This is an optimization exercise on Yosys and OpenROAD, whose aim is small area, a short achievable clock period and few clock cycles per item, not a production implementation.
RTL that was checked went through simulation tests only; none was proved equivalent to the original.
Function not checked in run 2: the RTL went through the layout flow alone.
Power figures rest on the tool's default switching activity, not on a simulated workload.

==> flow/design.v, too long to show whole: its modules and the start of the top module <==
// module fpmul_dp: 1047 lines
// module prefix24: 27 lines
// module fpmul_cu: 12 lines
// module fpmul: 20 lines
module fpmul(
    input wire Clk,
    input wire Rst,
    input wire Start,
    input wire [31:0] A,
    input wire [31:0] B,
    output wire Done,
    output wire [31:0] P,
    output wire UF,
    output wire OF,
    output wire NaNF,
    output wire InfF,
    output wire DNF,
    output wire ZF );
  // ...
==> flow/run.sh <==
#!/bin/bash
# synth_recipe.tcl (not shown) runs the flow's synth.tcl, then flattens the netlist and writes it again
# the make line also repeats each setting of config.mk as NAME=value (left out here)
make -C /OpenROAD-flow-scripts/flow DESIGN_CONFIG=/design/flow/config.mk WORK_HOME=/design/flow/orfs CLKGATE_MAP_FILE= SYNTH_SCRIPT=/design/flow/synth_recipe.tcl finish
==> flow/config.mk <==
export PLATFORM = sky130hd
export DESIGN_NAME = fpmul
export DESIGN_NICKNAME = fpmul
export VERILOG_FILES = /design/flow/design.v
export SDC_FILE = /design/flow/constraint.sdc
export NUM_CORES = 4
export LEC_CHECK = 0
export CAP_MARGIN = 20
export CORE_MARGIN = 2
export CORE_UTILIZATION = 40
export PLACE_DENSITY = 0.6
export SETUP_SLACK_MARGIN = 2.5
export SLEW_MARGIN = 20
export SYNTH_HIERARCHICAL = 1
==> flow/constraint.sdc <==
create_clock -name core_clock -period 8.0 [get_ports {Clk}]
set_input_delay 1.6000 -clock core_clock [delete_from_list [all_inputs] [get_ports {Clk}]]
set_output_delay 1.6000 -clock core_clock [all_outputs]
set_load 0.01 [all_outputs]
==> flow_metrics.tcl, run 1 <==
set metrics [dict create \
    outcome "no timing/DRC/antenna violations" \
    switching_power_mw 4.828 \
    initialDrtViolationCount 3916 \
    max_freq_ghz 0.1838 \
    leakage_nw 11.40 \
    vias 24648 \
    final_common_cell "sky130_fd_sc_hd__a21oi_1" \
    layout_min_cycle_time_ps 5440 \
    design.portCount 106 \
    layout_worst_path_cycle_share 0.6800 \
    top_power_group "combinational logic" \
    design.die.area_mm2 0.06109 \
    final_layout_size_suffix_gt1_frac 0.1382 \
    worst_hold_path_type "reg -> reg" \
    synth_cells 3172 \
    max-vdd-ir-drop_mv 0.2694 \
    slew_headroom 0.3808 \
    final.signal_inverter_count 357 \
    timing.final.hold_violations 0 \
    crit_path_cell_trace "clkbuf_4, inv_1, buf_4, nor3_1, o21ai_0, o221ai_1, fa_1, fa_1, fa_1, inv_1, fa_1, fa_1, ha_1" \
    crit_path_start_kind "input port" \
    busiest_layer "met2" \
    gpl.final_weighted_congestion 0.9312 \
    holdCritStartpoint "cu.busy" \
    startpoint "A[20]" \
    routed-wl-met3_um 11440 \
    gr-usage-met3 0.06241 \
    placementRows 89 \
    setup.reg_to_reg.worst_slack_ps 7450 \
    registers.top_by_ff_count "dp.hx" \
    power.clock.total_uw 476 \
    seq_area_share 0.08098 \
    clock_buffer_count_from_cts 9 \
    area.growth.synth_to_final_pct 15.89 \
    commonest_cells_after_routing_fill_and_taps_aside "sky130_fd_sc_hd__a21oi_1 (382), sky130_fd_sc_hd__inv_1 (339), sky130_fd_sc_hd__fa_1 (248)" \
    internal_power_mw 4.630 \
    postRouteAntennaNets 0 \
    worst-path-buf-inv 4 \
    critical_path_max_stage_delay_ps 540 \
]
Testbench counts, summed over its fixed seeds: cycles 4,096, items 2,048.
==> inputs of run 2 (changes only) <==
--- a/flow/design.v
+++ b/flow/design.v
@@ -22,361 +22,373 @@
     wire op_nan  = a_nan | b_nan | (a_inf & b_zero) | (a_zero & b_inf);
     wire op_inf  = (a_inf & ~(b_nan | b_zero)) | (b_inf & ~(a_nan | a_zero));
     wire op_zero = (a_zero & ~(b_nan | b_inf)) | (b_zero & ~(a_nan | a_inf));
     wire [9:0] e_sum = {2'b00, ea} + {2'b00, eb} - 10'd127;
     wire [24:0] bx = {1'b1, fb, 1'b0};   
     wire [24:0] ax = {1'b1, fa, 1'b0};   
     wire one0 = bx[1] ^ bx[0];
     wire two0 = (bx[2] & ~bx[1] & ~bx[0]) | (~bx[2] & bx[1] & bx[0]);
-    wire neg0 = bx[2];
-    wire pp0_0 = ((one0 & ax[1]) | (two0 & ax[0])) ^ neg0;
-    wire pp0_1 = ((one0 & ax[2]) | (two0 & ax[1])) ^ neg0;
-    wire pp0_2 = ((one0 & ax[3]) | (two0 & ax[2])) ^ neg0;
-    wire pp0_3 = ((one0 & ax[4]) | (two0 & ax[3])) ^ neg0;
-    wire pp0_4 = ((one0 & ax[5]) | (two0 & ax[4])) ^ neg0;
-    wire pp0_5 = ((one0 & ax[6]) | (two0 & ax[5])) ^ neg0;
-    wire pp0_6 = ((one0 & ax[7]) | (two0 & ax[6])) ^ neg0;
-    wire pp0_7 = ((one0 & ax[8]) | (two0 & ax[7])) ^ neg0;
-    wire pp0_8 = ((one0 & ax[9]) | (two0 & ax[8])) ^ neg0;
-    wire pp0_9 = ((one0 & ax[10]) | (two0 & ax[9])) ^ neg0;
-    wire pp0_10 = ((one0 & ax[11]) | (two0 & ax[10])) ^ neg0;
-    wire pp0_11 = ((one0 & ax[12]) | (two0 & ax[11])) ^ neg0;
-    wire pp0_12 = ((one0 & ax[13]) | (two0 & ax[12])) ^ neg0;
-    wire pp0_13 = ((one0 & ax[14]) | (two0 & ax[13])) ^ neg0;
-    wire pp0_14 = ((one0 & ax[15]) | (two0 & ax[14])) ^ neg0;
-    wire pp0_15 = ((one0 & ax[16]) | (two0 & ax[15])) ^ neg0;
-    wire pp0_16 = ((one0 & ax[17]) | (two0 & ax[16])) ^ neg0;
-    wire pp0_17 = ((one0 & ax[18]) | (two0 & ax[17])) ^ neg0;
-    wire pp0_18 = ((one0 & ax[19]) | (two0 & ax[18])) ^ neg0;
-    wire pp0_19 = ((one0 & ax[20]) | (two0 & ax[19])) ^ neg0;
-    wire pp0_20 = ((one0 & ax[21]) | (two0 & ax[20])) ^ neg0;
-    wire pp0_21 = ((one0 & ax[22]) | (two0 & ax[21])) ^ neg0;
-    wire pp0_22 = ((one0 & ax[23]) | (two0 & ax[22])) ^ neg0;
-    wire pp0_23 = ((one0 & ax[24]) | (two0 & ax[23])) ^ neg0;
-    wire pp0_24 = ((one0 & 1'b0) | (two0 & ax[24])) ^ neg0;
+    wire neg0 = bx[2] & ~(bx[1] & bx[0]);
+    wire [24:0] ax0 = ax ^ {25{neg0}};
+    wire pp0_0 = (one0 & ax0[1]) | (two0 & ax0[0]);
+    wire pp0_1 = (one0 & ax0[2]) | (two0 & ax0[1]);
+    wire pp0_2 = (one0 & ax0[3]) | (two0 & ax0[2]);
+    wire pp0_3 = (one0 & ax0[4]) | (two0 & ax0[3]);
+    wire pp0_4 = (one0 & ax0[5]) | (two0 & ax0[4]);
+    wire pp0_5 = (one0 & ax0[6]) | (two0 & ax0[5]);
+    wire pp0_6 = (one0 & ax0[7]) | (two0 & ax0[6]);
+    wire pp0_7 = (one0 & ax0[8]) | (two0 & ax0[7]);
+    wire pp0_8 = (one0 & ax0[9]) | (two0 & ax0[8]);
+    wire pp0_9 = (one0 & ax0[10]) | (two0 & ax0[9]);
+    wire pp0_10 = (one0 & ax0[11]) | (two0 & ax0[10]);
+    wire pp0_11 = (one0 & ax0[12]) | (two0 & ax0[11]);
+    wire pp0_12 = (one0 & ax0[13]) | (two0 & ax0[12]);
+    wire pp0_13 = (one0 & ax0[14]) | (two0 & ax0[13]);
+    wire pp0_14 = (one0 & ax0[15]) | (two0 & ax0[14]);
+    wire pp0_15 = (one0 & ax0[16]) | (two0 & ax0[15]);
+    wire pp0_16 = (one0 & ax0[17]) | (two0 & ax0[16]);
+    wire pp0_17 = (one0 & ax0[18]) | (two0 & ax0[17]);
+    wire pp0_18 = (one0 & ax0[19]) | (two0 & ax0[18]);
+    wire pp0_19 = (one0 & ax0[20]) | (two0 & ax0[19]);
+    wire pp0_20 = (one0 & ax0[21]) | (two0 & ax0[20]);
+    wire pp0_21 = (one0 & ax0[22]) | (two0 & ax0[21]);
+    wire pp0_22 = (one0 & ax0[23]) | (two0 & ax0[22]);
+    wire pp0_23 = (one0 & ax0[24]) | (two0 & ax0[23]);
+    wire pp0_24 = (one0 & neg0) | (two0 & ax0[24]);
     wire nneg0 = ~neg0;
     wire one1 = bx[3] ^ bx[2];
     wire two1 = (bx[4] & ~bx[3] & ~bx[2]) | (~bx[4] & bx[3] & bx[2]);
-    wire neg1 = bx[4];
-    wire pp1_0 = ((one1 & ax[1]) | (two1 & ax[0])) ^ neg1;
-    wire pp1_1 = ((one1 & ax[2]) | (two1 & ax[1])) ^ neg1;
-    wire pp1_2 = ((one1 & ax[3]) | (two1 & ax[2])) ^ neg1;
-    wire pp1_3 = ((one1 & ax[4]) | (two1 & ax[3])) ^ neg1;
-    wire pp1_4 = ((one1 & ax[5]) | (two1 & ax[4])) ^ neg1;
-    wire pp1_5 = ((one1 & ax[6]) | (two1 & ax[5])) ^ neg1;
-    wire pp1_6 = ((one1 & ax[7]) | (two1 & ax[6])) ^ neg1;
-    wire pp1_7 = ((one1 & ax[8]) | (two1 & ax[7])) ^ neg1;
-    wire pp1_8 = ((one1 & ax[9]) | (two1 & ax[8])) ^ neg1;
-    wire pp1_9 = ((one1 & ax[10]) | (two1 & ax[9])) ^ neg1;
-    wire pp1_10 = ((one1 & ax[11]) | (two1 & ax[10])) ^ neg1;
-    wire pp1_11 = ((one1 & ax[12]) | (two1 & ax[11])) ^ neg1;
-    wire pp1_12 = ((one1 & ax[13]) | (two1 & ax[12])) ^ neg1;
-    wire pp1_13 = ((one1 & ax[14]) | (two1 & ax[13])) ^ neg1;
-    wire pp1_14 = ((one1 & ax[15]) | (two1 & ax[14])) ^ neg1;
-    wire pp1_15 = ((one1 & ax[16]) | (two1 & ax[15])) ^ neg1;
-    wire pp1_16 = ((one1 & ax[17]) | (two1 & ax[16])) ^ neg1;
-    wire pp1_17 = ((one1 & ax[18]) | (two1 & ax[17])) ^ neg1;
-    wire pp1_18 = ((one1 & ax[19]) | (two1 & ax[18])) ^ neg1;
-    wire pp1_19 = ((one1 & ax[20]) | (two1 & ax[19])) ^ neg1;
-    wire pp1_20 = ((one1 & ax[21]) | (two1 & ax[20])) ^ neg1;
-    wire pp1_21 = ((one1 & ax[22]) | (two1 & ax[21])) ^ neg1;
-    wire pp1_22 = ((one1 & ax[23]) | (two1 & ax[22])) ^ neg1;
-    wire pp1_23 = ((one1 & ax[24]) | (two1 & ax[23])) ^ neg1;
-    wire pp1_24 = ((one1 & 1'b0) | (two1 & ax[24])) ^ neg1;
+    wire neg1 = bx[4] & ~(bx[3] & bx[2]);
+    wire [24:0] ax1 = ax ^ {25{neg1}};
+    wire pp1_0 = (one1 & ax1[1]) | (two1 & ax1[0]);
+    wire pp1_1 = (one1 & ax1[2]) | (two1 & ax1[1]);
+    wire pp1_2 = (one1 & ax1[3]) | (two1 & ax1[2]);
+    wire pp1_3 = (one1 & ax1[4]) | (two1 & ax1[3]);
+    wire pp1_4 = (one1 & ax1[5]) | (two1 & ax1[4]);
+    wire pp1_5 = (one1 & ax1[6]) | (two1 & ax1[5]);
+    wire pp1_6 = (one1 & ax1[7]) | (two1 & ax1[6]);
+    wire pp1_7 = (one1 & ax1[8]) | (two1 & ax1[7]);
+    wire pp1_8 = (one1 & ax1[9]) | (two1 & ax1[8]);
+    wire pp1_9 = (one1 & ax1[10]) | (two1 & ax1[9]);
+    wire pp1_10 = (one1 & ax1[11]) | (two1 & ax1[10]);
+    wire pp1_11 = (one1 & ax1[12]) | (two1 & ax1[11]);
+    wire pp1_12 = (one1 & ax1[13]) | (two1 & ax1[12]);
+    wire pp1_13 = (one1 & ax1[14]) | (two1 & ax1[13]);
+    wire pp1_14 = (one1 & ax1[15]) | (two1 & ax1[14]);
+    wire pp1_15 = (one1 & ax1[16]) | (two1 & ax1[15]);
+    wire pp1_16 = (one1 & ax1[17]) | (two1 & ax1[16]);
+    wire pp1_17 = (one1 & ax1[18]) | (two1 & ax1[17]);
+    wire pp1_18 = (one1 & ax1[19]) | (two1 & ax1[18]);
+    wire pp1_19 = (one1 & ax1[20]) | (two1 & ax1[19]);
+    wire pp1_20 = (one1 & ax1[21]) | (two1 & ax1[20]);
+    wire pp1_21 = (one1 & ax1[22]) | (two1 & ax1[21]);
+    wire pp1_22 = (one1 & ax1[23]) | (two1 & ax1[22]);
+    wire pp1_23 = (one1 & ax1[24]) | (two1 & ax1[23]);
+    wire pp1_24 = (one1 & neg1) | (two1 & ax1[24]);
     wire nneg1 = ~neg1;
     wire one2 = bx[5] ^ bx[4];
     wire two2 = (bx[6] & ~bx[5] & ~bx[4]) | (~bx[6] & bx[5] & bx[4]);
-    wire neg2 = bx[6];
-    wire pp2_0 = ((one2 & ax[1]) | (two2 & ax[0])) ^ neg2;
-    wire pp2_1 = ((one2 & ax[2]) | (two2 & ax[1])) ^ neg2;
-    wire pp2_2 = ((one2 & ax[3]) | (two2 & ax[2])) ^ neg2;
-    wire pp2_3 = ((one2 & ax[4]) | (two2 & ax[3])) ^ neg2;
-    wire pp2_4 = ((one2 & ax[5]) | (two2 & ax[4])) ^ neg2;
-    wire pp2_5 = ((one2 & ax[6]) | (two2 & ax[5])) ^ neg2;
-    wire pp2_6 = ((one2 & ax[7]) | (two2 & ax[6])) ^ neg2;
-    wire pp2_7 = ((one2 & ax[8]) | (two2 & ax[7])) ^ neg2;
-    wire pp2_8 = ((one2 & ax[9]) | (two2 & ax[8])) ^ neg2;
-    wire pp2_9 = ((one2 & ax[10]) | (two2 & ax[9])) ^ neg2;
-    wire pp2_10 = ((one2 & ax[11]) | (two2 & ax[10])) ^ neg2;
-    wire pp2_11 = ((one2 & ax[12]) | (two2 & ax[11])) ^ neg2;
-    wire pp2_12 = ((one2 & ax[13]) | (two2 & ax[12])) ^ neg2;
-    wire pp2_13 = ((one2 & ax[14]) | (two2 & ax[13])) ^ neg2;
-    wire pp2_14 = ((one2 & ax[15]) | (two2 & ax[14])) ^ neg2;
-    wire pp2_15 = ((one2 & ax[16]) | (two2 & ax[15])) ^ neg2;
-    wire pp2_16 = ((one2 & ax[17]) | (two2 & ax[16])) ^ neg2;
-    wire pp2_17 = ((one2 & ax[18]) | (two2 & ax[17])) ^ neg2;
-    wire pp2_18 = ((one2 & ax[19]) | (two2 & ax[18])) ^ neg2;
-    wire pp2_19 = ((one2 & ax[20]) | (two2 & ax[19])) ^ neg2;
-    wire pp2_20 = ((one2 & ax[21]) | (two2 & ax[20])) ^ neg2;
-    wire pp2_21 = ((one2 & ax[22]) | (two2 & ax[21])) ^ neg2;
-    wire pp2_22 = ((one2 & ax[23]) | (two2 & ax[22])) ^ neg2;
-    wire pp2_23 = ((one2 & ax[24]) | (two2 & ax[23])) ^ neg2;
-    wire pp2_24 = ((one2 & 1'b0) | (two2 & ax[24])) ^ neg2;
+    wire neg2 = bx[6] & ~(bx[5] & bx[4]);
+    wire [24:0] ax2 = ax ^ {25{neg2}};
+    wire pp2_0 = (one2 & ax2[1]) | (two2 & ax2[0]);
+    wire pp2_1 = (one2 & ax2[2]) | (two2 & ax2[1]);
+    wire pp2_2 = (one2 & ax2[3]) | (two2 & ax2[2]);
+    wire pp2_3 = (one2 & ax2[4]) | (two2 & ax2[3]);
+    wire pp2_4 = (one2 & ax2[5]) | (two2 & ax2[4]);
+    wire pp2_5 = (one2 & ax2[6]) | (two2 & ax2[5]);
+    wire pp2_6 = (one2 & ax2[7]) | (two2 & ax2[6]);
+    wire pp2_7 = (one2 & ax2[8]) | (two2 & ax2[7]);
+    wire pp2_8 = (one2 & ax2[9]) | (two2 & ax2[8]);
+    wire pp2_9 = (one2 & ax2[10]) | (two2 & ax2[9]);
+    wire pp2_10 = (one2 & ax2[11]) | (two2 & ax2[10]);
+    wire pp2_11 = (one2 & ax2[12]) | (two2 & ax2[11]);
+    wire pp2_12 = (one2 & ax2[13]) | (two2 & ax2[12]);
+    wire pp2_13 = (one2 & ax2[14]) | (two2 & ax2[13]);
+    wire pp2_14 = (one2 & ax2[15]) | (two2 & ax2[14]);
+    wire pp2_15 = (one2 & ax2[16]) | (two2 & ax2[15]);
+    wire pp2_16 = (one2 & ax2[17]) | (two2 & ax2[16]);
+    wire pp2_17 = (one2 & ax2[18]) | (two2 & ax2[17]);
+    wire pp2_18 = (one2 & ax2[19]) | (two2 & ax2[18]);
+    wire pp2_19 = (one2 & ax2[20]) | (two2 & ax2[19]);
+    wire pp2_20 = (one2 & ax2[21]) | (two2 & ax2[20]);
+    wire pp2_21 = (one2 & ax2[22]) | (two2 & ax2[21]);
+    wire pp2_22 = (one2 & ax2[23]) | (two2 & ax2[22]);
+    wire pp2_23 = (one2 & ax2[24]) | (two2 & ax2[23]);
+    wire pp2_24 = (one2 & neg2) | (two2 & ax2[24]);
     wire nneg2 = ~neg2;
     wire one3 = bx[7] ^ bx[6];
     wire two3 = (bx[8] & ~bx[7] & ~bx[6]) | (~bx[8] & bx[7] & bx[6]);
-    wire neg3 = bx[8];
-    wire pp3_0 = ((one3 & ax[1]) | (two3 & ax[0])) ^ neg3;
-    wire pp3_1 = ((one3 & ax[2]) | (two3 & ax[1])) ^ neg3;
-    wire pp3_2 = ((one3 & ax[3]) | (two3 & ax[2])) ^ neg3;
-    wire pp3_3 = ((one3 & ax[4]) | (two3 & ax[3])) ^ neg3;
-    wire pp3_4 = ((one3 & ax[5]) | (two3 & ax[4])) ^ neg3;
-    wire pp3_5 = ((one3 & ax[6]) | (two3 & ax[5])) ^ neg3;
-    wire pp3_6 = ((one3 & ax[7]) | (two3 & ax[6])) ^ neg3;
-    wire pp3_7 = ((one3 & ax[8]) | (two3 & ax[7])) ^ neg3;
-    wire pp3_8 = ((one3 & ax[9]) | (two3 & ax[8])) ^ neg3;
-    wire pp3_9 = ((one3 & ax[10]) | (two3 & ax[9])) ^ neg3;
-    wire pp3_10 = ((one3 & ax[11]) | (two3 & ax[10])) ^ neg3;
-    wire pp3_11 = ((one3 & ax[12]) | (two3 & ax[11])) ^ neg3;
-    wire pp3_12 = ((one3 & ax[13]) | (two3 & ax[12])) ^ neg3;
-    wire pp3_13 = ((one3 & ax[14]) | (two3 & ax[13])) ^ neg3;
-    wire pp3_14 = ((one3 & ax[15]) | (two3 & ax[14])) ^ neg3;
-    wire pp3_15 = ((one3 & ax[16]) | (two3 & ax[15])) ^ neg3;
-    wire pp3_16 = ((one3 & ax[17]) | (two3 & ax[16])) ^ neg3;
-    wire pp3_17 = ((one3 & ax[18]) | (two3 & ax[17])) ^ neg3;
-    wire pp3_18 = ((one3 & ax[19]) | (two3 & ax[18])) ^ neg3;
-    wire pp3_19 = ((one3 & ax[20]) | (two3 & ax[19])) ^ neg3;
-    wire pp3_20 = ((one3 & ax[21]) | (two3 & ax[20])) ^ neg3;
-    wire pp3_21 = ((one3 & ax[22]) | (two3 & ax[21])) ^ neg3;
-    wire pp3_22 = ((one3 & ax[23]) | (two3 & ax[22])) ^ neg3;
-    wire pp3_23 = ((one3 & ax[24]) | (two3 & ax[23])) ^ neg3;
-    wire pp3_24 = ((one3 & 1'b0) | (two3 & ax[24])) ^ neg3;
+    wire neg3 = bx[8] & ~(bx[7] & bx[6]);
+    wire [24:0] ax3 = ax ^ {25{neg3}};
+    wire pp3_0 = (one3 & ax3[1]) | (two3 & ax3[0]);
+    wire pp3_1 = (one3 & ax3[2]) | (two3 & ax3[1]);
+    wire pp3_2 = (one3 & ax3[3]) | (two3 & ax3[2]);
+    wire pp3_3 = (one3 & ax3[4]) | (two3 & ax3[3]);
+    wire pp3_4 = (one3 & ax3[5]) | (two3 & ax3[4]);
+    wire pp3_5 = (one3 & ax3[6]) | (two3 & ax3[5]);
+    wire pp3_6 = (one3 & ax3[7]) | (two3 & ax3[6]);
+    wire pp3_7 = (one3 & ax3[8]) | (two3 & ax3[7]);
+    wire pp3_8 = (one3 & ax3[9]) | (two3 & ax3[8]);
+    wire pp3_9 = (one3 & ax3[10]) | (two3 & ax3[9]);
+    wire pp3_10 = (one3 & ax3[11]) | (two3 & ax3[10]);
+    wire pp3_11 = (one3 & ax3[12]) | (two3 & ax3[11]);
+    wire pp3_12 = (one3 & ax3[13]) | (two3 & ax3[12]);
+    wire pp3_13 = (one3 & ax3[14]) | (two3 & ax3[13]);
+    wire pp3_14 = (one3 & ax3[15]) | (two3 & ax3[14]);
+    wire pp3_15 = (one3 & ax3[16]) | (two3 & ax3[15]);
+    wire pp3_16 = (one3 & ax3[17]) | (two3 & ax3[16]);
+    wire pp3_17 = (one3 & ax3[18]) | (two3 & ax3[17]);
+    wire pp3_18 = (one3 & ax3[19]) | (two3 & ax3[18]);
+    wire pp3_19 = (one3 & ax3[20]) | (two3 & ax3[19]);
+    wire pp3_20 = (one3 & ax3[21]) | (two3 & ax3[20]);
+    wire pp3_21 = (one3 & ax3[22]) | (two3 & ax3[21]);
+    wire pp3_22 = (one3 & ax3[23]) | (two3 & ax3[22]);
+    wire pp3_23 = (one3 & ax3[24]) | (two3 & ax3[23]);
+    wire pp3_24 = (one3 & neg3) | (two3 & ax3[24]);
     wire nneg3 = ~neg3;
     wire one4 = bx[9] ^ bx[8];
     wire two4 = (bx[10] & ~bx[9] & ~bx[8]) | (~bx[10] & bx[9] & bx[8]);
-    wire neg4 = bx[10];
-    wire pp4_0 = ((one4 & ax[1]) | (two4 & ax[0])) ^ neg4;
-    wire pp4_1 = ((one4 & ax[2]) | (two4 & ax[1])) ^ neg4;
-    wire pp4_2 = ((one4 & ax[3]) | (two4 & ax[2])) ^ neg4;
-    wire pp4_3 = ((one4 & ax[4]) | (two4 & ax[3])) ^ neg4;
-    wire pp4_4 = ((one4 & ax[5]) | (two4 & ax[4])) ^ neg4;
-    wire pp4_5 = ((one4 & ax[6]) | (two4 & ax[5])) ^ neg4;
-    wire pp4_6 = ((one4 & ax[7]) | (two4 & ax[6])) ^ neg4;
-    wire pp4_7 = ((one4 & ax[8]) | (two4 & ax[7])) ^ neg4;
-    wire pp4_8 = ((one4 & ax[9]) | (two4 & ax[8])) ^ neg4;
-    wire pp4_9 = ((one4 & ax[10]) | (two4 & ax[9])) ^ neg4;
-    wire pp4_10 = ((one4 & ax[11]) | (two4 & ax[10])) ^ neg4;
-    wire pp4_11 = ((one4 & ax[12]) | (two4 & ax[11])) ^ neg4;
-    wire pp4_12 = ((one4 & ax[13]) | (two4 & ax[12])) ^ neg4;
-    wire pp4_13 = ((one4 & ax[14]) | (two4 & ax[13])) ^ neg4;
-    wire pp4_14 = ((one4 & ax[15]) | (two4 & ax[14])) ^ neg4;
-    wire pp4_15 = ((one4 & ax[16]) | (two4 & ax[15])) ^ neg4;
-    wire pp4_16 = ((one4 & ax[17]) | (two4 & ax[16])) ^ neg4;
-    wire pp4_17 = ((one4 & ax[18]) | (two4 & ax[17])) ^ neg4;
-    wire pp4_18 = ((one4 & ax[19]) | (two4 & ax[18])) ^ neg4;
-    wire pp4_19 = ((one4 & ax[20]) | (two4 & ax[19])) ^ neg4;
-    wire pp4_20 = ((one4 & ax[21]) | (two4 & ax[20])) ^ neg4;
-    wire pp4_21 = ((one4 & ax[22]) | (two4 & ax[21])) ^ neg4;
-    wire pp4_22 = ((one4 & ax[23]) | (two4 & ax[22])) ^ neg4;
-    wire pp4_23 = ((one4 & ax[24]) | (two4 & ax[23])) ^ neg4;
-    wire pp4_24 = ((one4 & 1'b0) | (two4 & ax[24])) ^ neg4;
+    wire neg4 = bx[10] & ~(bx[9] & bx[8]);
+    wire [24:0] ax4 = ax ^ {25{neg4}};
+    wire pp4_0 = (one4 & ax4[1]) | (two4 & ax4[0]);
+    wire pp4_1 = (one4 & ax4[2]) | (two4 & ax4[1]);
+    wire pp4_2 = (one4 & ax4[3]) | (two4 & ax4[2]);
+    wire pp4_3 = (one4 & ax4[4]) | (two4 & ax4[3]);
+    wire pp4_4 = (one4 & ax4[5]) | (two4 & ax4[4]);
+    wire pp4_5 = (one4 & ax4[6]) | (two4 & ax4[5]);
+    wire pp4_6 = (one4 & ax4[7]) | (two4 & ax4[6]);
+    wire pp4_7 = (one4 & ax4[8]) | (two4 & ax4[7]);
+    wire pp4_8 = (one4 & ax4[9]) | (two4 & ax4[8]);
+    wire pp4_9 = (one4 & ax4[10]) | (two4 & ax4[9]);
+    wire pp4_10 = (one4 & ax4[11]) | (two4 & ax4[10]);
+    wire pp4_11 = (one4 & ax4[12]) | (two4 & ax4[11]);
+    wire pp4_12 = (one4 & ax4[13]) | (two4 & ax4[12]);
+    wire pp4_13 = (one4 & ax4[14]) | (two4 & ax4[13]);
+    wire pp4_14 = (one4 & ax4[15]) | (two4 & ax4[14]);
+    wire pp4_15 = (one4 & ax4[16]) | (two4 & ax4[15]);
+    wire pp4_16 = (one4 & ax4[17]) | (two4 & ax4[16]);
+    wire pp4_17 = (one4 & ax4[18]) | (two4 & ax4[17]);
+    wire pp4_18 = (one4 & ax4[19]) | (two4 & ax4[18]);
+    wire pp4_19 = (one4 & ax4[20]) | (two4 & ax4[19]);
+    wire pp4_20 = (one4 & ax4[21]) | (two4 & ax4[20]);
+    wire pp4_21 = (one4 & ax4[22]) | (two4 & ax4[21]);
+    wire pp4_22 = (one4 & ax4[23]) | (two4 & ax4[22]);
+    wire pp4_23 = (one4 & ax4[24]) | (two4 & ax4[23]);
+    wire pp4_24 = (one4 & neg4) | (two4 & ax4[24]);
     wire nneg4 = ~neg4;
     wire one5 = bx[11] ^ bx[10];
     wire two5 = (bx[12] & ~bx[11] & ~bx[10]) | (~bx[12] & bx[11] & bx[10]);
-    wire neg5 = bx[12];
-    wire pp5_0 = ((one5 & ax[1]) | (two5 & ax[0])) ^ neg5;
-    wire pp5_1 = ((one5 & ax[2]) | (two5 & ax[1])) ^ neg5;
-    wire pp5_2 = ((one5 & ax[3]) | (two5 & ax[2])) ^ neg5;
-    wire pp5_3 = ((one5 & ax[4]) | (two5 & ax[3])) ^ neg5;
-    wire pp5_4 = ((one5 & ax[5]) | (two5 & ax[4])) ^ neg5;
-    wire pp5_5 = ((one5 & ax[6]) | (two5 & ax[5])) ^ neg5;
-    wire pp5_6 = ((one5 & ax[7]) | (two5 & ax[6])) ^ neg5;
-    wire pp5_7 = ((one5 & ax[8]) | (two5 & ax[7])) ^ neg5;
-    wire pp5_8 = ((one5 & ax[9]) | (two5 & ax[8])) ^ neg5;
-    wire pp5_9 = ((one5 & ax[10]) | (two5 & ax[9])) ^ neg5;
-    wire pp5_10 = ((one5 & ax[11]) | (two5 & ax[10])) ^ neg5;
-    wire pp5_11 = ((one5 & ax[12]) | (two5 & ax[11])) ^ neg5;
-    wire pp5_12 = ((one5 & ax[13]) | (two5 & ax[12])) ^ neg5;
-    wire pp5_13 = ((one5 & ax[14]) | (two5 & ax[13])) ^ neg5;
-    wire pp5_14 = ((one5 & ax[15]) | (two5 & ax[14])) ^ neg5;
-    wire pp5_15 = ((one5 & ax[16]) | (two5 & ax[15])) ^ neg5;
-    wire pp5_16 = ((one5 & ax[17]) | (two5 & ax[16])) ^ neg5;
-    wire pp5_17 = ((one5 & ax[18]) | (two5 & ax[17])) ^ neg5;
-    wire pp5_18 = ((one5 & ax[19]) | (two5 & ax[18])) ^ neg5;
-    wire pp5_19 = ((one5 & ax[20]) | (two5 & ax[19])) ^ neg5;
-    wire pp5_20 = ((one5 & ax[21]) | (two5 & ax[20])) ^ neg5;
-    wire pp5_21 = ((one5 & ax[22]) | (two5 & ax[21])) ^ neg5;
-    wire pp5_22 = ((one5 & ax[23]) | (two5 & ax[22])) ^ neg5;
-    wire pp5_23 = ((one5 & ax[24]) | (two5 & ax[23])) ^ neg5;
-    wire pp5_24 = ((one5 & 1'b0) | (two5 & ax[24])) ^ neg5;
+    wire neg5 = bx[12] & ~(bx[11] & bx[10]);
+    wire [24:0] ax5 = ax ^ {25{neg5}};
+    wire pp5_0 = (one5 & ax5[1]) | (two5 & ax5[0]);
+    wire pp5_1 = (one5 & ax5[2]) | (two5 & ax5[1]);
+    wire pp5_2 = (one5 & ax5[3]) | (two5 & ax5[2]);
+    wire pp5_3 = (one5 & ax5[4]) | (two5 & ax5[3]);
+    wire pp5_4 = (one5 & ax5[5]) | (two5 & ax5[4]);
+    wire pp5_5 = (one5 & ax5[6]) | (two5 & ax5[5]);
+    wire pp5_6 = (one5 & ax5[7]) | (two5 & ax5[6]);
+    wire pp5_7 = (one5 & ax5[8]) | (two5 & ax5[7]);
+    wire pp5_8 = (one5 & ax5[9]) | (two5 & ax5[8]);
+    wire pp5_9 = (one5 & ax5[10]) | (two5 & ax5[9]);
+    wire pp5_10 = (one5 & ax5[11]) | (two5 & ax5[10]);
+    wire pp5_11 = (one5 & ax5[12]) | (two5 & ax5[11]);
+    wire pp5_12 = (one5 & ax5[13]) | (two5 & ax5[12]);
+    wire pp5_13 = (one5 & ax5[14]) | (two5 & ax5[13]);
+    wire pp5_14 = (one5 & ax5[15]) | (two5 & ax5[14]);
+    wire pp5_15 = (one5 & ax5[16]) | (two5 & ax5[15]);
+    wire pp5_16 = (one5 & ax5[17]) | (two5 & ax5[16]);
+    wire pp5_17 = (one5 & ax5[18]) | (two5 & ax5[17]);
+    wire pp5_18 = (one5 & ax5[19]) | (two5 & ax5[18]);
+    wire pp5_19 = (one5 & ax5[20]) | (two5 & ax5[19]);
+    wire pp5_20 = (one5 & ax5[21]) | (two5 & ax5[20]);
+    wire pp5_21 = (one5 & ax5[22]) | (two5 & ax5[21]);
+    wire pp5_22 = (one5 & ax5[23]) | (two5 & ax5[22]);
+    wire pp5_23 = (one5 & ax5[24]) | (two5 & ax5[23]);
+    wire pp5_24 = (one5 & neg5) | (two5 & ax5[24]);
     wire nneg5 = ~neg5;
     wire one6 = bx[13] ^ bx[12];
     wire two6 = (bx[14] & ~bx[13] & ~bx[12]) | (~bx[14] & bx[13] & bx[12]);
-    wire neg6 = bx[14];
-    wire pp6_0 = ((one6 & ax[1]) | (two6 & ax[0])) ^ neg6;
-    wire pp6_1 = ((one6 & ax[2]) | (two6 & ax[1])) ^ neg6;
-    wire pp6_2 = ((one6 & ax[3]) | (two6 & ax[2])) ^ neg6;
-    wire pp6_3 = ((one6 & ax[4]) | (two6 & ax[3])) ^ neg6;
-    wire pp6_4 = ((one6 & ax[5]) | (two6 & ax[4])) ^ neg6;
-    wire pp6_5 = ((one6 & ax[6]) | (two6 & ax[5])) ^ neg6;
-    wire pp6_6 = ((one6 & ax[7]) | (two6 & ax[6])) ^ neg6;
-    wire pp6_7 = ((one6 & ax[8]) | (two6 & ax[7])) ^ neg6;
-    wire pp6_8 = ((one6 & ax[9]) | (two6 & ax[8])) ^ neg6;
-    wire pp6_9 = ((one6 & ax[10]) | (two6 & ax[9])) ^ neg6;
-    wire pp6_10 = ((one6 & ax[11]) | (two6 & ax[10])) ^ neg6;
-    wire pp6_11 = ((one6 & ax[12]) | (two6 & ax[11])) ^ neg6;
-    wire pp6_12 = ((one6 & ax[13]) | (two6 & ax[12])) ^ neg6;
-    wire pp6_13 = ((one6 & ax[14]) | (two6 & ax[13])) ^ neg6;
-    wire pp6_14 = ((one6 & ax[15]) | (two6 & ax[14])) ^ neg6;
-    wire pp6_15 = ((one6 & ax[16]) | (two6 & ax[15])) ^ neg6;
-    wire pp6_16 = ((one6 & ax[17]) | (two6 & ax[16])) ^ neg6;
-    wire pp6_17 = ((one6 & ax[18]) | (two6 & ax[17])) ^ neg6;
-    wire pp6_18 = ((one6 & ax[19]) | (two6 & ax[18])) ^ neg6;
-    wire pp6_19 = ((one6 & ax[20]) | (two6 & ax[19])) ^ neg6;
-    wire pp6_20 = ((one6 & ax[21]) | (two6 & ax[20])) ^ neg6;
-    wire pp6_21 = ((one6 & ax[22]) | (two6 & ax[21])) ^ neg6;
-    wire pp6_22 = ((one6 & ax[23]) | (two6 & ax[22])) ^ neg6;
-    wire pp6_23 = ((one6 & ax[24]) | (two6 & ax[23])) ^ neg6;
-    wire pp6_24 = ((one6 & 1'b0) | (two6 & ax[24])) ^ neg6;
+    wire neg6 = bx[14] & ~(bx[13] & bx[12]);
+    wire [24:0] ax6 = ax ^ {25{neg6}};
+    wire pp6_0 = (one6 & ax6[1]) | (two6 & ax6[0]);
+    wire pp6_1 = (one6 & ax6[2]) | (two6 & ax6[1]);
+    wire pp6_2 = (one6 & ax6[3]) | (two6 & ax6[2]);
+    wire pp6_3 = (one6 & ax6[4]) | (two6 & ax6[3]);
+    wire pp6_4 = (one6 & ax6[5]) | (two6 & ax6[4]);
+    wire pp6_5 = (one6 & ax6[6]) | (two6 & ax6[5]);
+    wire pp6_6 = (one6 & ax6[7]) | (two6 & ax6[6]);
+    wire pp6_7 = (one6 & ax6[8]) | (two6 & ax6[7]);
+    wire pp6_8 = (one6 & ax6[9]) | (two6 & ax6[8]);
+    wire pp6_9 = (one6 & ax6[10]) | (two6 & ax6[9]);
+    wire pp6_10 = (one6 & ax6[11]) | (two6 & ax6[10]);
+    wire pp6_11 = (one6 & ax6[12]) | (two6 & ax6[11]);
+    wire pp6_12 = (one6 & ax6[13]) | (two6 & ax6[12]);
+    wire pp6_13 = (one6 & ax6[14]) | (two6 & ax6[13]);
+    wire pp6_14 = (one6 & ax6[15]) | (two6 & ax6[14]);
+    wire pp6_15 = (one6 & ax6[16]) | (two6 & ax6[15]);
+    wire pp6_16 = (one6 & ax6[17]) | (two6 & ax6[16]);
+    wire pp6_17 = (one6 & ax6[18]) | (two6 & ax6[17]);
+    wire pp6_18 = (one6 & ax6[19]) | (two6 & ax6[18]);
+    wire pp6_19 = (one6 & ax6[20]) | (two6 & ax6[19]);
+    wire pp6_20 = (one6 & ax6[21]) | (two6 & ax6[20]);
+    wire pp6_21 = (one6 & ax6[22]) | (two6 & ax6[21]);
+    wire pp6_22 = (one6 & ax6[23]) | (two6 & ax6[22]);
+    wire pp6_23 = (one6 & ax6[24]) | (two6 & ax6[23]);
+    wire pp6_24 = (one6 & neg6) | (two6 & ax6[24]);
     wire nneg6 = ~neg6;
     wire one7 = bx[15] ^ bx[14];
     wire two7 = (bx[16] & ~bx[15] & ~bx[14]) | (~bx[16] & bx[15] & bx[14]);
-    wire neg7 = bx[16];
-    wire pp7_0 = ((one7 & ax[1]) | (two7 & ax[0])) ^ neg7;
-    wire pp7_1 = ((one7 & ax[2]) | (two7 & ax[1])) ^ neg7;
-    wire pp7_2 = ((one7 & ax[3]) | (two7 & ax[2])) ^ neg7;
-    wire pp7_3 = ((one7 & ax[4]) | (two7 & ax[3])) ^ neg7;
-    wire pp7_4 = ((one7 & ax[5]) | (two7 & ax[4])) ^ neg7;
-    wire pp7_5 = ((one7 & ax[6]) | (two7 & ax[5])) ^ neg7;
-    wire pp7_6 = ((one7 & ax[7]) | (two7 & ax[6])) ^ neg7;
-    wire pp7_7 = ((one7 & ax[8]) | (two7 & ax[7])) ^ neg7;
-    wire pp7_8 = ((one7 & ax[9]) | (two7 & ax[8])) ^ neg7;
-    wire pp7_9 = ((one7 & ax[10]) | (two7 & ax[9])) ^ neg7;
-    wire pp7_10 = ((one7 & ax[11]) | (two7 & ax[10])) ^ neg7;
-    wire pp7_11 = ((one7 & ax[12]) | (two7 & ax[11])) ^ neg7;
-    wire pp7_12 = ((one7 & ax[13]) | (two7 & ax[12])) ^ neg7;
-    wire pp7_13 = ((one7 & ax[14]) | (two7 & ax[13])) ^ neg7;
-    wire pp7_14 = ((one7 & ax[15]) | (two7 & ax[14])) ^ neg7;
-    wire pp7_15 = ((one7 & ax[16]) | (two7 & ax[15])) ^ neg7;
-    wire pp7_16 = ((one7 & ax[17]) | (two7 & ax[16])) ^ neg7;
-    wire pp7_17 = ((one7 & ax[18]) | (two7 & ax[17])) ^ neg7;
-    wire pp7_18 = ((one7 & ax[19]) | (two7 & ax[18])) ^ neg7;
-    wire pp7_19 = ((one7 & ax[20]) | (two7 & ax[19])) ^ neg7;
-    wire pp7_20 = ((one7 & ax[21]) | (two7 & ax[20])) ^ neg7;
-    wire pp7_21 = ((one7 & ax[22]) | (two7 & ax[21])) ^ neg7;
-    wire pp7_22 = ((one7 & ax[23]) | (two7 & ax[22])) ^ neg7;
-    wire pp7_23 = ((one7 & ax[24]) | (two7 & ax[23])) ^ neg7;
-    wire pp7_24 = ((one7 & 1'b0) | (two7 & ax[24])) ^ neg7;
+    wire neg7 = bx[16] & ~(bx[15] & bx[14]);
+    wire [24:0] ax7 = ax ^ {25{neg7}};
+    wire pp7_0 = (one7 & ax7[1]) | (two7 & ax7[0]);
+    wire pp7_1 = (one7 & ax7[2]) | (two7 & ax7[1]);
+    wire pp7_2 = (one7 & ax7[3]) | (two7 & ax7[2]);
+    wire pp7_3 = (one7 & ax7[4]) | (two7 & ax7[3]);
+    wire pp7_4 = (one7 & ax7[5]) | (two7 & ax7[4]);
+    wire pp7_5 = (one7 & ax7[6]) | (two7 & ax7[5]);
+    wire pp7_6 = (one7 & ax7[7]) | (two7 & ax7[6]);
+    wire pp7_7 = (one7 & ax7[8]) | (two7 & ax7[7]);
+    wire pp7_8 = (one7 & ax7[9]) | (two7 & ax7[8]);
+    wire pp7_9 = (one7 & ax7[10]) | (two7 & ax7[9]);
+    wire pp7_10 = (one7 & ax7[11]) | (two7 & ax7[10]);
+    wire pp7_11 = (one7 & ax7[12]) | (two7 & ax7[11]);
+    wire pp7_12 = (one7 & ax7[13]) | (two7 & ax7[12]);
+    wire pp7_13 = (one7 & ax7[14]) | (two7 & ax7[13]);
+    wire pp7_14 = (one7 & ax7[15]) | (two7 & ax7[14]);
+    wire pp7_15 = (one7 & ax7[16]) | (two7 & ax7[15]);
+    wire pp7_16 = (one7 & ax7[17]) | (two7 & ax7[16]);
+    wire pp7_17 = (one7 & ax7[18]) | (two7 & ax7[17]);
+    wire pp7_18 = (one7 & ax7[19]) | (two7 & ax7[18]);
+    wire pp7_19 = (one7 & ax7[20]) | (two7 & ax7[19]);
+    wire pp7_20 = (one7 & ax7[21]) | (two7 & ax7[20]);
+    wire pp7_21 = (one7 & ax7[22]) | (two7 & ax7[21]);
+    wire pp7_22 = (one7 & ax7[23]) | (two7 & ax7[22]);
+    wire pp7_23 = (one7 & ax7[24]) | (two7 & ax7[23]);
+    wire pp7_24 = (one7 & neg7) | (two7 & ax7[24]);
     wire nneg7 = ~neg7;
     wire one8 = bx[17] ^ bx[16];
     wire two8 = (bx[18] & ~bx[17] & ~bx[16]) | (~bx[18] & bx[17] & bx[16]);
-    wire neg8 = bx[18];
-    wire pp8_0 = ((one8 & ax[1]) | (two8 & ax[0])) ^ neg8;
-    wire pp8_1 = ((one8 & ax[2]) | (two8 & ax[1])) ^ neg8;
-    wire pp8_2 = ((one8 & ax[3]) | (two8 & ax[2])) ^ neg8;
-    wire pp8_3 = ((one8 & ax[4]) | (two8 & ax[3])) ^ neg8;
-    wire pp8_4 = ((one8 & ax[5]) | (two8 & ax[4])) ^ neg8;
-    wire pp8_5 = ((one8 & ax[6]) | (two8 & ax[5])) ^ neg8;
-    wire pp8_6 = ((one8 & ax[7]) | (two8 & ax[6])) ^ neg8;
-    wire pp8_7 = ((one8 & ax[8]) | (two8 & ax[7])) ^ neg8;
-    wire pp8_8 = ((one8 & ax[9]) | (two8 & ax[8])) ^ neg8;
-    wire pp8_9 = ((one8 & ax[10]) | (two8 & ax[9])) ^ neg8;
-    wire pp8_10 = ((one8 & ax[11]) | (two8 & ax[10])) ^ neg8;
-    wire pp8_11 = ((one8 & ax[12]) | (two8 & ax[11])) ^ neg8;
-    wire pp8_12 = ((one8 & ax[13]) | (two8 & ax[12])) ^ neg8;
-    wire pp8_13 = ((one8 & ax[14]) | (two8 & ax[13])) ^ neg8;
-    wire pp8_14 = ((one8 & ax[15]) | (two8 & ax[14])) ^ neg8;
-    wire pp8_15 = ((one8 & ax[16]) | (two8 & ax[15])) ^ neg8;
-    wire pp8_16 = ((one8 & ax[17]) | (two8 & ax[16])) ^ neg8;
-    wire pp8_17 = ((one8 & ax[18]) | (two8 & ax[17])) ^ neg8;
-    wire pp8_18 = ((one8 & ax[19]) | (two8 & ax[18])) ^ neg8;
-    wire pp8_19 = ((one8 & ax[20]) | (two8 & ax[19])) ^ neg8;
-    wire pp8_20 = ((one8 & ax[21]) | (two8 & ax[20])) ^ neg8;
-    wire pp8_21 = ((one8 & ax[22]) | (two8 & ax[21])) ^ neg8;
-    wire pp8_22 = ((one8 & ax[23]) | (two8 & ax[22])) ^ neg8;
-    wire pp8_23 = ((one8 & ax[24]) | (two8 & ax[23])) ^ neg8;
-    wire pp8_24 = ((one8 & 1'b0) | (two8 & ax[24])) ^ neg8;
+    wire neg8 = bx[18] & ~(bx[17] & bx[16]);
+    wire [24:0] ax8 = ax ^ {25{neg8}};
+    wire pp8_0 = (one8 & ax8[1]) | (two8 & ax8[0]);
+    wire pp8_1 = (one8 & ax8[2]) | (two8 & ax8[1]);
+    wire pp8_2 = (one8 & ax8[3]) | (two8 & ax8[2]);
+    wire pp8_3 = (one8 & ax8[4]) | (two8 & ax8[3]);
+    wire pp8_4 = (one8 & ax8[5]) | (two8 & ax8[4]);
+    wire pp8_5 = (one8 & ax8[6]) | (two8 & ax8[5]);
+    wire pp8_6 = (one8 & ax8[7]) | (two8 & ax8[6]);
+    wire pp8_7 = (one8 & ax8[8]) | (two8 & ax8[7]);
+    wire pp8_8 = (one8 & ax8[9]) | (two8 & ax8[8]);
+    wire pp8_9 = (one8 & ax8[10]) | (two8 & ax8[9]);
+    wire pp8_10 = (one8 & ax8[11]) | (two8 & ax8[10]);
+    wire pp8_11 = (one8 & ax8[12]) | (two8 & ax8[11]);
+    wire pp8_12 = (one8 & ax8[13]) | (two8 & ax8[12]);
+    wire pp8_13 = (one8 & ax8[14]) | (two8 & ax8[13]);
+    wire pp8_14 = (one8 & ax8[15]) | (two8 & ax8[14]);
+    wire pp8_15 = (one8 & ax8[16]) | (two8 & ax8[15]);
+    wire pp8_16 = (one8 & ax8[17]) | (two8 & ax8[16]);
+    wire pp8_17 = (one8 & ax8[18]) | (two8 & ax8[17]);
+    wire pp8_18 = (one8 & ax8[19]) | (two8 & ax8[18]);
+    wire pp8_19 = (one8 & ax8[20]) | (two8 & ax8[19]);
+    wire pp8_20 = (one8 & ax8[21]) | (two8 & ax8[20]);
+    wire pp8_21 = (one8 & ax8[22]) | (two8 & ax8[21]);
+    wire pp8_22 = (one8 & ax8[23]) | (two8 & ax8[22]);
+    wire pp8_23 = (one8 & ax8[24]) | (two8 & ax8[23]);
+    wire pp8_24 = (one8 & neg8) | (two8 & ax8[24]);
     wire nneg8 = ~neg8;
     wire one9 = bx[19] ^ bx[18];
     wire two9 = (bx[20] & ~bx[19] & ~bx[18]) | (~bx[20] & bx[19] & bx[18]);
-    wire neg9 = bx[20];
-    wire pp9_0 = ((one9 & ax[1]) | (two9 & ax[0])) ^ neg9;
-    wire pp9_1 = ((one9 & ax[2]) | (two9 & ax[1])) ^ neg9;
-    wire pp9_2 = ((one9 & ax[3]) | (two9 & ax[2])) ^ neg9;
-    wire pp9_3 = ((one9 & ax[4]) | (two9 & ax[3])) ^ neg9;
-    wire pp9_4 = ((one9 & ax[5]) | (two9 & ax[4])) ^ neg9;
-    wire pp9_5 = ((one9 & ax[6]) | (two9 & ax[5])) ^ neg9;
-    wire pp9_6 = ((one9 & ax[7]) | (two9 & ax[6])) ^ neg9;
-    wire pp9_7 = ((one9 & ax[8]) | (two9 & ax[7])) ^ neg9;
-    wire pp9_8 = ((one9 & ax[9]) | (two9 & ax[8])) ^ neg9;
-    wire pp9_9 = ((one9 & ax[10]) | (two9 & ax[9])) ^ neg9;
-    wire pp9_10 = ((one9 & ax[11]) | (two9 & ax[10])) ^ neg9;
-    wire pp9_11 = ((one9 & ax[12]) | (two9 & ax[11])) ^ neg9;
-    wire pp9_12 = ((one9 & ax[13]) | (two9 & ax[12])) ^ neg9;
-    wire pp9_13 = ((one9 & ax[14]) | (two9 & ax[13])) ^ neg9;
-    wire pp9_14 = ((one9 & ax[15]) | (two9 & ax[14])) ^ neg9;
-    wire pp9_15 = ((one9 & ax[16]) | (two9 & ax[15])) ^ neg9;
-    wire pp9_16 = ((one9 & ax[17]) | (two9 & ax[16])) ^ neg9;
-    wire pp9_17 = ((one9 & ax[18]) | (two9 & ax[17])) ^ neg9;
-    wire pp9_18 = ((one9 & ax[19]) | (two9 & ax[18])) ^ neg9;
-    wire pp9_19 = ((one9 & ax[20]) | (two9 & ax[19])) ^ neg9;
-    wire pp9_20 = ((one9 & ax[21]) | (two9 & ax[20])) ^ neg9;
-    wire pp9_21 = ((one9 & ax[22]) | (two9 & ax[21])) ^ neg9;
-    wire pp9_22 = ((one9 & ax[23]) | (two9 & ax[22])) ^ neg9;
-    wire pp9_23 = ((one9 & ax[24]) | (two9 & ax[23])) ^ neg9;
-    wire pp9_24 = ((one9 & 1'b0) | (two9 & ax[24])) ^ neg9;
+    wire neg9 = bx[20] & ~(bx[19] & bx[18]);
+    wire [24:0] ax9 = ax ^ {25{neg9}};
+    wire pp9_0 = (one9 & ax9[1]) | (two9 & ax9[0]);
+    wire pp9_1 = (one9 & ax9[2]) | (two9 & ax9[1]);
+    wire pp9_2 = (one9 & ax9[3]) | (two9 & ax9[2]);
+    wire pp9_3 = (one9 & ax9[4]) | (two9 & ax9[3]);
+    wire pp9_4 = (one9 & ax9[5]) | (two9 & ax9[4]);
+    wire pp9_5 = (one9 & ax9[6]) | (two9 & ax9[5]);
+    wire pp9_6 = (one9 & ax9[7]) | (two9 & ax9[6]);
+    wire pp9_7 = (one9 & ax9[8]) | (two9 & ax9[7]);
+    wire pp9_8 = (one9 & ax9[9]) | (two9 & ax9[8]);
+    wire pp9_9 = (one9 & ax9[10]) | (two9 & ax9[9]);
+    wire pp9_10 = (one9 & ax9[11]) | (two9 & ax9[10]);
+    wire pp9_11 = (one9 & ax9[12]) | (two9 & ax9[11]);
+    wire pp9_12 = (one9 & ax9[13]) | (two9 & ax9[12]);
+    wire pp9_13 = (one9 & ax9[14]) | (two9 & ax9[13]);
+    wire pp9_14 = (one9 & ax9[15]) | (two9 & ax9[14]);
+    wire pp9_15 = (one9 & ax9[16]) | (two9 & ax9[15]);
+    wire pp9_16 = (one9 & ax9[17]) | (two9 & ax9[16]);
+    wire pp9_17 = (one9 & ax9[18]) | (two9 & ax9[17]);
+    wire pp9_18 = (one9 & ax9[19]) | (two9 & ax9[18]);
+    wire pp9_19 = (one9 & ax9[20]) | (two9 & ax9[19]);
+    wire pp9_20 = (one9 & ax9[21]) | (two9 & ax9[20]);
+    wire pp9_21 = (one9 & ax9[22]) | (two9 & ax9[21]);
+    wire pp9_22 = (one9 & ax9[23]) | (two9 & ax9[22]);
+    wire pp9_23 = (one9 & ax9[24]) | (two9 & ax9[23]);
+    wire pp9_24 = (one9 & neg9) | (two9 & ax9[24]);
     wire nneg9 = ~neg9;
     wire one10 = bx[21] ^ bx[20];
     wire two10 = (bx[22] & ~bx[21] & ~bx[20]) | (~bx[22] & bx[21] & bx[20]);
-    wire neg10 = bx[22];
-    wire pp10_0 = ((one10 & ax[1]) | (two10 & ax[0])) ^ neg10;
-    wire pp10_1 = ((one10 & ax[2]) | (two10 & ax[1])) ^ neg10;
-    wire pp10_2 = ((one10 & ax[3]) | (two10 & ax[2])) ^ neg10;
-    wire pp10_3 = ((one10 & ax[4]) | (two10 & ax[3])) ^ neg10;
-    wire pp10_4 = ((one10 & ax[5]) | (two10 & ax[4])) ^ neg10;
-    wire pp10_5 = ((one10 & ax[6]) | (two10 & ax[5])) ^ neg10;
-    wire pp10_6 = ((one10 & ax[7]) | (two10 & ax[6])) ^ neg10;
-    wire pp10_7 = ((one10 & ax[8]) | (two10 & ax[7])) ^ neg10;
-    wire pp10_8 = ((one10 & ax[9]) | (two10 & ax[8])) ^ neg10;
-    wire pp10_9 = ((one10 & ax[10]) | (two10 & ax[9])) ^ neg10;
-    wire pp10_10 = ((one10 & ax[11]) | (two10 & ax[10])) ^ neg10;
-    wire pp10_11 = ((one10 & ax[12]) | (two10 & ax[11])) ^ neg10;
-    wire pp10_12 = ((one10 & ax[13]) | (two10 & ax[12])) ^ neg10;
-    wire pp10_13 = ((one10 & ax[14]) | (two10 & ax[13])) ^ neg10;
-    wire pp10_14 = ((one10 & ax[15]) | (two10 & ax[14])) ^ neg10;
-    wire pp10_15 = ((one10 & ax[16]) | (two10 & ax[15])) ^ neg10;
-    wire pp10_16 = ((one10 & ax[17]) | (two10 & ax[16])) ^ neg10;
-    wire pp10_17 = ((one10 & ax[18]) | (two10 & ax[17])) ^ neg10;
-    wire pp10_18 = ((one10 & ax[19]) | (two10 & ax[18])) ^ neg10;
-    wire pp10_19 = ((one10 & ax[20]) | (two10 & ax[19])) ^ neg10;
-    wire pp10_20 = ((one10 & ax[21]) | (two10 & ax[20])) ^ neg10;
-    wire pp10_21 = ((one10 & ax[22]) | (two10 & ax[21])) ^ neg10;
-    wire pp10_22 = ((one10 & ax[23]) | (two10 & ax[22])) ^ neg10;
-    wire pp10_23 = ((one10 & ax[24]) | (two10 & ax[23])) ^ neg10;
-    wire pp10_24 = ((one10 & 1'b0) | (two10 & ax[24])) ^ neg10;
+    wire neg10 = bx[22] & ~(bx[21] & bx[20]);
+    wire [24:0] ax10 = ax ^ {25{neg10}};
+    wire pp10_0 = (one10 & ax10[1]) | (two10 & ax10[0]);
+    wire pp10_1 = (one10 & ax10[2]) | (two10 & ax10[1]);
+    wire pp10_2 = (one10 & ax10[3]) | (two10 & ax10[2]);
+    wire pp10_3 = (one10 & ax10[4]) | (two10 & ax10[3]);
+    wire pp10_4 = (one10 & ax10[5]) | (two10 & ax10[4]);
+    wire pp10_5 = (one10 & ax10[6]) | (two10 & ax10[5]);
+    wire pp10_6 = (one10 & ax10[7]) | (two10 & ax10[6]);
+    wire pp10_7 = (one10 & ax10[8]) | (two10 & ax10[7]);
+    wire pp10_8 = (one10 & ax10[9]) | (two10 & ax10[8]);
+    wire pp10_9 = (one10 & ax10[10]) | (two10 & ax10[9]);
+    wire pp10_10 = (one10 & ax10[11]) | (two10 & ax10[10]);
+    wire pp10_11 = (one10 & ax10[12]) | (two10 & ax10[11]);
+    wire pp10_12 = (one10 & ax10[13]) | (two10 & ax10[12]);
+    wire pp10_13 = (one10 & ax10[14]) | (two10 & ax10[13]);
+    wire pp10_14 = (one10 & ax10[15]) | (two10 & ax10[14]);
+    wire pp10_15 = (one10 & ax10[16]) | (two10 & ax10[15]);
+    wire pp10_16 = (one10 & ax10[17]) | (two10 & ax10[16]);
+    wire pp10_17 = (one10 & ax10[18]) | (two10 & ax10[17]);
+    wire pp10_18 = (one10 & ax10[19]) | (two10 & ax10[18]);
+    wire pp10_19 = (one10 & ax10[20]) | (two10 & ax10[19]);
+    wire pp10_20 = (one10 & ax10[21]) | (two10 & ax10[20]);
+    wire pp10_21 = (one10 & ax10[22]) | (two10 & ax10[21]);
+    wire pp10_22 = (one10 & ax10[23]) | (two10 & ax10[22]);
+    wire pp10_23 = (one10 & ax10[24]) | (two10 & ax10[23]);
+    wire pp10_24 = (one10 & neg10) | (two10 & ax10[24]);
     wire nneg10 = ~neg10;
     wire one11 = bx[23] ^ bx[22];
     wire two11 = (bx[24] & ~bx[23] & ~bx[22]) | (~bx[24] & bx[23] & bx[22]);
-    wire neg11 = bx[24];
-    wire pp11_0 = ((one11 & ax[1]) | (two11 & ax[0])) ^ neg11;
-    wire pp11_1 = ((one11 & ax[2]) | (two11 & ax[1])) ^ neg11;
-    wire pp11_2 = ((one11 & ax[3]) | (two11 & ax[2])) ^ neg11;
-    wire pp11_3 = ((one11 & ax[4]) | (two11 & ax[3])) ^ neg11;
-    wire pp11_4 = ((one11 & ax[5]) | (two11 & ax[4])) ^ neg11;
-    wire pp11_5 = ((one11 & ax[6]) | (two11 & ax[5])) ^ neg11;
-    wire pp11_6 = ((one11 & ax[7]) | (two11 & ax[6])) ^ neg11;
-    wire pp11_7 = ((one11 & ax[8]) | (two11 & ax[7])) ^ neg11;
-    wire pp11_8 = ((one11 & ax[9]) | (two11 & ax[8])) ^ neg11;
-    wire pp11_9 = ((one11 & ax[10]) | (two11 & ax[9])) ^ neg11;
-    wire pp11_10 = ((one11 & ax[11]) | (two11 & ax[10])) ^ neg11;
-    wire pp11_11 = ((one11 & ax[12]) | (two11 & ax[11])) ^ neg11;
-    wire pp11_12 = ((one11 & ax[13]) | (two11 & ax[12])) ^ neg11;
-    wire pp11_13 = ((one11 & ax[14]) | (two11 & ax[13])) ^ neg11;
-    wire pp11_14 = ((one11 & ax[15]) | (two11 & ax[14])) ^ neg11;
-    wire pp11_15 = ((one11 & ax[16]) | (two11 & ax[15])) ^ neg11;
-    wire pp11_16 = ((one11 & ax[17]) | (two11 & ax[16])) ^ neg11;
-    wire pp11_17 = ((one11 & ax[18]) | (two11 & ax[17])) ^ neg11;
-    wire pp11_18 = ((one11 & ax[19]) | (two11 & ax[18])) ^ neg11;
-    wire pp11_19 = ((one11 & ax[20]) | (two11 & ax[19])) ^ neg11;
-    wire pp11_20 = ((one11 & ax[21]) | (two11 & ax[20])) ^ neg11;
-    wire pp11_21 = ((one11 & ax[22]) | (two11 & ax[21])) ^ neg11;
-    wire pp11_22 = ((one11 & ax[23]) | (two11 & ax[22])) ^ neg11;
-    wire pp11_23 = ((one11 & ax[24]) | (two11 & ax[23])) ^ neg11;
-    wire pp11_24 = ((one11 & 1'b0) | (two11 & ax[24])) ^ neg11;
+    wire neg11 = bx[24] & ~(bx[23] & bx[22]);
+    wire [24:0] ax11 = ax ^ {25{neg11}};
+    wire pp11_0 = (one11 & ax11[1]) | (two11 & ax11[0]);
+    wire pp11_1 = (one11 & ax11[2]) | (two11 & ax11[1]);
+    wire pp11_2 = (one11 & ax11[3]) | (two11 & ax11[2]);
+    wire pp11_3 = (one11 & ax11[4]) | (two11 & ax11[3]);
+    wire pp11_4 = (one11 & ax11[5]) | (two11 & ax11[4]);
+    wire pp11_5 = (one11 & ax11[6]) | (two11 & ax11[5]);
+    wire pp11_6 = (one11 & ax11[7]) | (two11 & ax11[6]);
+    wire pp11_7 = (one11 & ax11[8]) | (two11 & ax11[7]);
+    wire pp11_8 = (one11 & ax11[9]) | (two11 & ax11[8]);
+    wire pp11_9 = (one11 & ax11[10]) | (two11 & ax11[9]);
+    wire pp11_10 = (one11 & ax11[11]) | (two11 & ax11[10]);
+    wire pp11_11 = (one11 & ax11[12]) | (two11 & ax11[11]);
+    wire pp11_12 = (one11 & ax11[13]) | (two11 & ax11[12]);
+    wire pp11_13 = (one11 & ax11[14]) | (two11 & ax11[13]);
+    wire pp11_14 = (one11 & ax11[15]) | (two11 & ax11[14]);
+    wire pp11_15 = (one11 & ax11[16]) | (two11 & ax11[15]);
+    wire pp11_16 = (one11 & ax11[17]) | (two11 & ax11[16]);
+    wire pp11_17 = (one11 & ax11[18]) | (two11 & ax11[17]);
+    wire pp11_18 = (one11 & ax11[19]) | (two11 & ax11[18]);
+    wire pp11_19 = (one11 & ax11[20]) | (two11 & ax11[19]);
+    wire pp11_20 = (one11 & ax11[21]) | (two11 & ax11[20]);
+    wire pp11_21 = (one11 & ax11[22]) | (two11 & ax11[21]);
+    wire pp11_22 = (one11 & ax11[23]) | (two11 & ax11[22]);
+    wire pp11_23 = (one11 & ax11[24]) | (two11 & ax11[23]);
+    wire pp11_24 = (one11 & neg11) | (two11 & ax11[24]);
     wire nneg11 = ~neg11;
     wire ths0 = 1'b1 ^ neg11;
     wire thc0 = 1'b1 & neg11;
     wire ths1 = 1'b1 ^ ax[2];
     wire thc1 = 1'b1 & ax[2];
     wire ths2 = 1'b1 ^ ax[3];
     wire thc2 = 1'b1 & ax[3];
     wire ths3 = neg8 ^ pp0_16;
==> flow/flow/run.sh (new file) <==
#!/bin/bash
# Layout flow: the standard flow (standard.sh), run unchanged for
# synthesis, then for the rest of the layout with two ORFS settings changed:
# the port buffers are buf_4 cells (instead of the delay cells the resizer
# picks by default), and timing repair may resize a cell to one of another
# footprint. Each make run's output is kept in its own log file here.
set -euo pipefail
cd "$(dirname "$0")/.."
bash standard.sh synth > synth.log 2>&1
sed 's|"\${@:-finish}"|MATCH_CELL_FOOTPRINT=0 "BUFFER_PORTS_ARGS=-buffer_cell sky130_fd_sc_hd__buf_4" "${@:-finish}"|' \
    standard.sh > layout.sh
grep -q 'MATCH_CELL_FOOTPRINT=0' layout.sh
bash layout.sh finish > layout.log 2>&1
==> flow/standard.sh (new file) <==
#!/bin/bash
# synth_recipe.tcl (not shown) runs the flow's synth.tcl, then flattens the netlist and writes it again
# the make line also repeats each setting of config.mk as NAME=value (left out here)
make -C /OpenROAD-flow-scripts/flow DESIGN_CONFIG=/design/flow/config.mk WORK_HOME=/design/flow/orfs CLKGATE_MAP_FILE= SYNTH_SCRIPT=/design/flow/synth_recipe.tcl "${@:-finish}"
removed: flow/run.sh
==> flow_metrics.tcl, run 2 <==
set metrics [dict create \
    outcome "no timing/DRC/antenna violations" \
    fp.dieW_um 228.8 \
    registers.top_by_ff_count "dp.hx" \
    power-per-cell-area_mw_per_mm2 395.4 \
    ctsLongestPathBuffers 2 \
    critical_path_max_stage_delay_ps 610 \
    placement.setup.worst_slack_ps 1631 \
    worst-slew-pin-transition_ps 1121 \
    final_layout_size_suffix_gt1_frac 0.1661 \
    clock_buffer_count_from_cts 9 \
    tns_ps 0 \
    dieHeight_um 228.8 \
    clock_tree_from_tritoncts "yes" \
    grt.overflow.total 0 \
    postRouteAntennaNets 0 \
    layout_min_cycle_time_ps 5439 \
    effective_utilization_at_floorplan 0.4044 \
    setup-violations-final 0 \
    largest_register_ffs 25 \
    post_detailed_route_wirelength_per_cell_um 22.83 \
    crit_required_ps 8260 \
    max-vdd-ir-drop_mv 0.1996 \
    dp.cells 2976 \
    worst_hold_path_type "reg -> reg" \
    core_region_area_mm2 0.04997 \
    synthesis.nets 2848 \
    synth_area_mm2 0.02021 \
    firstDrtPassIters 5 \
    initial_antenna_violation_count 0 \
    crit_path_cell_trace "buf_4, nor2_1, nand2_1, o21ai_1, a22oi_1, fa_1, fa_1, inv_1, fa_1, fa_1, ha_1" \
    largest_net_degree_at_the_start_of_global_routing 36 \
    gpl.final_weighted_congestion 1.004 \
    global_route.usage.total 0.2620 \
    finalHoldWorstSlack_ps 426.1 \
    end_kind "flip-flop" \
    detail_route.wirelength.met1_um 29120 \
    design.die.area_mm2 0.05233 \
    final_common_cell "sky130_fd_sc_hd__inv_1" \
    io_buffers 105 \
    fin_area_mm2 0.02313 \
    fin_ws_ps 2561 \
    clockPowerShare 0.048 \
    design.portCount 106 \
    route.detailed.drc 0 \
    layout_worst_path_cycle_share 0.6799 \
    slew_violations 0 \
    vias 17328 \
    count_of_max_cap_constraint_violations 0 \
    grt_setup_unrepaired "true" \
    route.detailed.vias_per_inst 5.681 \
    initialDrtViolationCount 1581 \
    cp_data_arrival_time_ps 5700 \
    finish.net_count 2870 \
    internal_power_mw 4.514 \
    commonest_cells_after_routing_fill_and_taps_aside "sky130_fd_sc_hd__inv_1 (338), sky130_fd_sc_hd__xnor2_1 (299), sky130_fd_sc_hd__fa_1 (254)" \
    worst-path-buf-inv 2 \
    number_of_global_route_vias_before_repair 17218 \
    leakage_nw 9.923 \
    timing.final.hold_violations 0 \
    detail_route.wirelength_um 69630 \
    placed_area_mm2 0.02123 \
    cts_num_sinks 110 \
    swShare 0.5065 \
    clock_latency_ps 380 \
    clock_tree.root_cell "sky130_fd_sc_hd__clkbuf_16" \
    stdcell_count 3050 \
    cell_class_contributing_the_biggest_share_of_worst_path_delay "adder cells" \
    seqPwrFrac 0.116 \
    area.growth.synth_to_final_pct 14.50 \
    slew_headroom 0.2480 \
    synth_cells 2351 \
    dr.max_layer_used "met4" \
    dp_hpwl_um 54510 \
    ctsHtreeMaxLevel 3 \
    timing.critical_path.fanout_max 11 \
    timing.clock.skew_ps 0 \
    max_freq_ghz 0.1839 \
    switching_power_mw 4.634 \
    power.share.combinational 0.836 \
    cp_common_cell "sky130_fd_sc_hd__fa_1" \
    wl_met2_um 30190 \
    path_clk_slew_ps 90 \
    layout_top_registers "dp.hx x25, dp.hy x24, dp.xl x23" \
    crit_path_start_kind "input port" \
    avgSynthCellArea_um2 8.594 \
    routed-wl-met3_um 6639 \
    timing_worst_setup_path_type "in -> reg" \
    placementRows 82 \
    synthesis.yosys.warnings 9 \
    insertedDiodeCount 0 \
    first_pass_grt_wire_length_um 104600 \
    crit_slowest_cell "sky130_fd_sc_hd__o21ai_1" \
]
-- run 2: per-stage QoR --
stage / util / power (mW)
2_1_floorplan: - / 5.883
3_3_place_gp: 0.4249 / 7.849
3_5_place_dp: 0.4249 / 8.047
4_1_cts: 0.4461 / 8.843
5_1_grt: 0.4630 / 10.13
6_report: 0.4630 / 9.148
-- run 2: final cells by class --
type / count / area [um^2]
fillers: 4871 / 26830
clock inverters: 6 / 53.80
clock buffers: 10 / 229.0
well taps: 672 / 840.8
repair inverters: 5 / 43.79
multi-input cells: 1701 / 16790
inverters: 374 / 1580
flip-flops and latches: 110 / 2227
repair buffers: 172 / 1370
-- run 2: metal layers --
layer,track usage,up-vias
li1,-,7776
met1,0.3517,8480
met2,0.3988,873
met3,0.05452,199
met4,0.1336,0
met5,0,-
-- run 2: what timing repair did --
| item | CTS | global route |
|---|---|---|
| pin swaps | 6 | 27 |
| hold endpoints to repair | 0 | 0 |
| setup buffers | 18 | 33 |
| setup endpoints to repair | 70 | 41 |
| gates cloned | 4 | 3 |
| hold buffers | 0 | 0 |
| gates resized for setup | 138 | 116 |
-- run 2: worst paths after layout --
| kind | to | slack, ps | cells after the start | start |
|---|---|---|---|---|
| hold reg to reg | cu.busy | 430 | 1 | cu.busy |
| hold / removal | cu.busy | 430 | 1 | cu.busy |
| setup reg to reg | cu.busy | 7460 | 1 | cu.busy |
| setup / recovery | dp.hx[1] | 2560 | 11 | B[17] |
-- run 2: power groups by stage --
stage / Clock (mW) / Combinational [mW] / Sequential [mW]
6_report: 0.440 / 7.65 / 1.06
5_1_grt: 0.480 / 8.57 / 1.08
4_1_cts: 0.456 / 7.35 / 1.04
3_5_place_dp: 0 / 7.01 / 1.04
3_3_place_gp: 0 / 6.81 / 1.04
2_1_floorplan: 0 / 4.91 / 0.968

==> port drivers added, routing unchanged <==
Ports are ideal in the flow. The routed layouts listed here were re-timed in OpenROAD.
Step 1: set_driving_cell puts a clkbuf_16 on Clk and a buf_2 on each other input, an assumption about the parent block.
Step 2 times the ports against the registers' clock, not the clock port: input delays grow and output delays shrink by t, the midpoint of the rising clock arrivals with the driver on.
Three values: ideal ports, drivers, drivers and shift; two values: the first two.
run | t (ns) | setup WS [ns] | clock arrival spread, ns | worst register clock-pin slew, ns | worst data-port slew with drivers (ns)
run 1 | 0.433 | 2.560 / 2.516 / 2.112 | 0.019 / 0.020 | 0.09 / 0.09 | 0.09
run 2 | 0.420 | 2.561 / 2.559 / 2.168 | 0.021 / 0.022 | 0.09 / 0.09 | 0.07
After both steps setup and hold are still met in every run listed. For run 1, which loses most, drivers alone change the setup slack by -0.044 ns; drivers and shift together by -0.448 ns.
